Source: an optimization exercise on an open RTL-to-GDS flow (aim: small area). Production flows keep margins and buffers that such runs may drop. In this exercise RTL edits were held to simulation tests only and were not proved equivalent to the original. Power and IR drop assume default switching activity.

==> module z80_Q, before the edit <==
module z80_Q (CLK, RST, flush, I_wait, I_byte, xlator_stall, I_word, I_word_rdy, num_bytes) ;
input CLK ;
input RST ;
input flush ;
input I_wait ;
input [7:0] I_byte ;
input xlator_stall ;
input I_word_rdy ;
output [31:0] I_word ;
output [2:0] num_bytes;
reg [2:0] curr_state, next_state;
reg [31:0] I_word;
reg [2:0] num_bytes;
reg [2:0] num_bytes_q;   
always@(posedge CLK)
begin
  if(RST == 1'b1)
    num_bytes_q <= 3'b000;
  else
    num_bytes_q <= num_bytes;
end
parameter init_s = 3'b000, byte1_s = 3'b001, byte2_s = 3'b010, byte3_s = 3'b011, byte4_s = 3'b100,
	  stall_s = 3'b101;
always@(posedge CLK)
begin
  if((RST == 1'b1) || (flush == 1'b1))
    curr_state <= init_s;
  else
    curr_state <= next_state;
end
always@(posedge CLK)
begin
  if((RST == 1'b0) && (flush == 1'b0) && (I_wait == 1'b0))
    case(next_state)	 
      byte1_s: 		 
        I_word[31:24] <= I_byte;
      byte2_s:
        I_word[23:16] <= I_byte;
      byte3_s:
        I_word[15:8]  <= I_byte;
      byte4_s:
        I_word[7:0]   <= I_byte;
      default: begin	 
               end
    endcase
end
always @(*)  
begin
  case(curr_state)
    init_s:
      begin
        num_bytes <= 3'b000; 
        if(I_wait == 1'b0)	 
          next_state <= byte1_s;
        else
          next_state <= init_s;
      end
    byte1_s:
      begin
        num_bytes <= 3'b001;
        if(I_word_rdy == 1'b1)	 
        begin
          if(xlator_stall == 1'b1)
            next_state <= stall_s;
          else
          begin
            if(I_wait == 1'b0)
              next_state <= byte1_s;
            else
              next_state <= init_s;
          end
        end
        else
        begin
          if(I_wait == 1'b0)
            next_state <= byte2_s;
          else
            next_state <= byte1_s;
        end
      end
    byte2_s:
      begin
        num_bytes <= 3'b010;
        if(I_word_rdy == 1'b1)
        begin
          if(xlator_stall == 1'b1)
            next_state <= stall_s;
          else
          begin
            if(I_wait == 1'b0)
              next_state <= byte1_s;
            else
              next_state <= init_s;
          end
        end
        else
        begin
          if(I_wait == 1'b0)
            next_state <= byte3_s;
          else
            next_state <= byte2_s;
        end
      end
    byte3_s:
      begin
        num_bytes <= 3'b011;      
        if(I_word_rdy == 1'b1)
        begin
          if(xlator_stall == 1'b1)
            next_state <= stall_s;
          else
          begin
            if(I_wait == 1'b0)
              next_state <= byte1_s;
            else
              next_state <= init_s;
          end
        end
        else
        begin
          if(I_wait == 1'b0)
            next_state <= byte4_s;
          else
            next_state <= byte3_s;
        end
      end
    byte4_s:
      begin
        num_bytes <= 3'b100;      
        if(I_word_rdy == 1'b1)
        begin
          if(xlator_stall == 1'b1)
            next_state <= stall_s;
          else
          begin
            if(I_wait == 1'b0)
              next_state <= byte1_s;
            else
              next_state <= init_s;
          end
        end
        else
        begin	 
          if(I_wait == 1'b0)
            next_state <= byte1_s;
          else
            next_state <= init_s;
        end
      end
    stall_s:
      begin
        num_bytes <= num_bytes_q;   
        if(xlator_stall == 1'b1)
          next_state <= stall_s;
        else
        begin
          if(I_wait == 1'b0)
            next_state <= byte1_s;
          else
            next_state <= init_s;
        end
      end
    default:
      begin
        num_bytes <= 3'b000;
        next_state <= init_s;
      end
  endcase
end	 
endmodule 
Settings: LEC_CHECK=0, ABC_AREA=1, CAP_MARGIN=35, CORE_MARGIN=2, CORE_UTILIZATION=50, GPL_TIMING_DRIVEN=0, SLEW_MARGIN=35; clock period 20.0 ns.
standard.sh (not shown) runs the stock make flow with config.mk's settings and CLKGATE_MAP_FILE= SYNTH_SCRIPT=/design/flow/synth_recipe.tcl, a recipe that flattens the netlist after the stock synthesis.
==> flow/flow/run.sh <==
#!/bin/bash
# The standard layout (standard.sh) with two changes in how it is made:
# * logic mapping: ORFS's ABC area script is swapped for flow/abc_area.script,
#   which maps for area with ABC's area mapper (ten rounds of choice
#   computation and area mapping) instead of the delay-oriented mapper and
#   its buffering and upsizing; the clock period here leaves ample slack.
#   Everything else in synthesis (and the register names and cells) is as in
#   the standard synthesis: only the copy of the ORFS scripts that
#   SCRIPTS_DIR points to differs, in that one file.
# * clock-tree synthesis builds larger leaf clusters with clkbuf_16 and adds
#   no dummy balancing loads.
set -euo pipefail
rm -rf scripts_area
cp -r "$FLOW_HOME/scripts" scripts_area
cp flow/abc_area.script scripts_area/abc_area.script
export SCRIPTS_DIR="$PWD/scripts_area"
export CTS_ARGS="-sink_clustering_enable -repair_clock_nets -dont_use_dummy_load -buf_list sky130_fd_sc_hd__clkbuf_16 -sink_clustering_size 18 -sink_clustering_max_diameter 90"
bash standard.sh > standard.log 2>&1
==> flow/flow/abc_area.script <==
strash
dch -f
amap
strash
dch -f
amap
strash
dch -f
amap
strash
dch -f
amap
strash
dch -f
amap
strash
dch -f
amap
strash
dch -f
amap
strash
dch -f
amap
strash
dch -f
amap
strash
dch -f
amap
topo
The baseline produced a clean layout.
Rerun with:
--- a/flow/design.v
+++ b/flow/design.v
@@ -2749,23 +2749,32 @@
 begin
   if((RST == 1'b1) || (flush == 1'b1))
+  begin
     curr_state <= init_s;
+    I_word <= 32'H0;	 
+  end	 
   else
+  begin
+    I_word <= I_word;    
+    if(I_wait == 1'b0)
+    begin
+      case(next_state)	 
+        init_s: begin	 
+          end
+        byte1_s: 		 
+          I_word[31:24] <= I_byte;
+        byte2_s:
+    	  I_word[23:16] <= I_byte;
+        byte3_s:
+       	  I_word[15:8]  <= I_byte;
+        byte4_s:
+    	  I_word[7:0]   <= I_byte;
+        stall_s: begin	 
+    	         end
+        default: begin	 
+    	         end
+      endcase
+    end
     curr_state <= next_state;
-end
-always@(posedge CLK)
-begin
-  if((RST == 1'b0) && (flush == 1'b0) && (I_wait == 1'b0))
-    case(next_state)	 
-      byte1_s: 		 
-        I_word[31:24] <= I_byte;
-      byte2_s:
-        I_word[23:16] <= I_byte;
-      byte3_s:
-        I_word[15:8]  <= I_byte;
-      byte4_s:
-        I_word[7:0]   <= I_byte;
-      default: begin	 
-               end
-    endcase
+  end
 end
 always @(*)  
What happened: Synthesized cell count rises by 1.6%. Clock power falls by 2.7%. Hold slack is worse by 0.0081 ns. Setup slack is worse by 0.22 ns. Routed wire length rises by 0.96%. Die area is about the same. Via count rises by 1.2%. Count of clock-buffer cells in the layout falls by 2. Final area barely changes. Power rises by 2.5%. Final cell count rises by 1.1%. Global-route usage rises by 0.42 points.

-- port drivers added, routing unchanged --
No port has a modelled driver above. Below, the same layouts with a new extraction and two added sets of constraints. Step 1 assumes that a clkbuf_16 drives the clock port and a buf_2 every other input. Step 2 also shifts input and output timing later by t, the mid clock arrival at the registers, as if the neighbouring blocks saw the same clock. Slacks: no drivers / after step 1 / after step 2; pairs: no drivers / after step 1.
| run | shift t [ns] | setup WS [ns] | hold WS [ns] | worst register clock-pin slew, ns | worst slew at a driven data input, ns |
|---|---|---|---|---|---|
| the first run | 0.724 | 3.551 / 3.481 / 3.619 | 0.476 / 0.476 / 0.476 | 0.09 / 0.09 | 0.04 |
| the second run | 0.729 | 3.326 / 3.250 / 3.362 | 0.467 / 0.467 / 0.467 | 0.10 / 0.10 | 0.05 |
After both steps setup and hold are still met in every run listed.
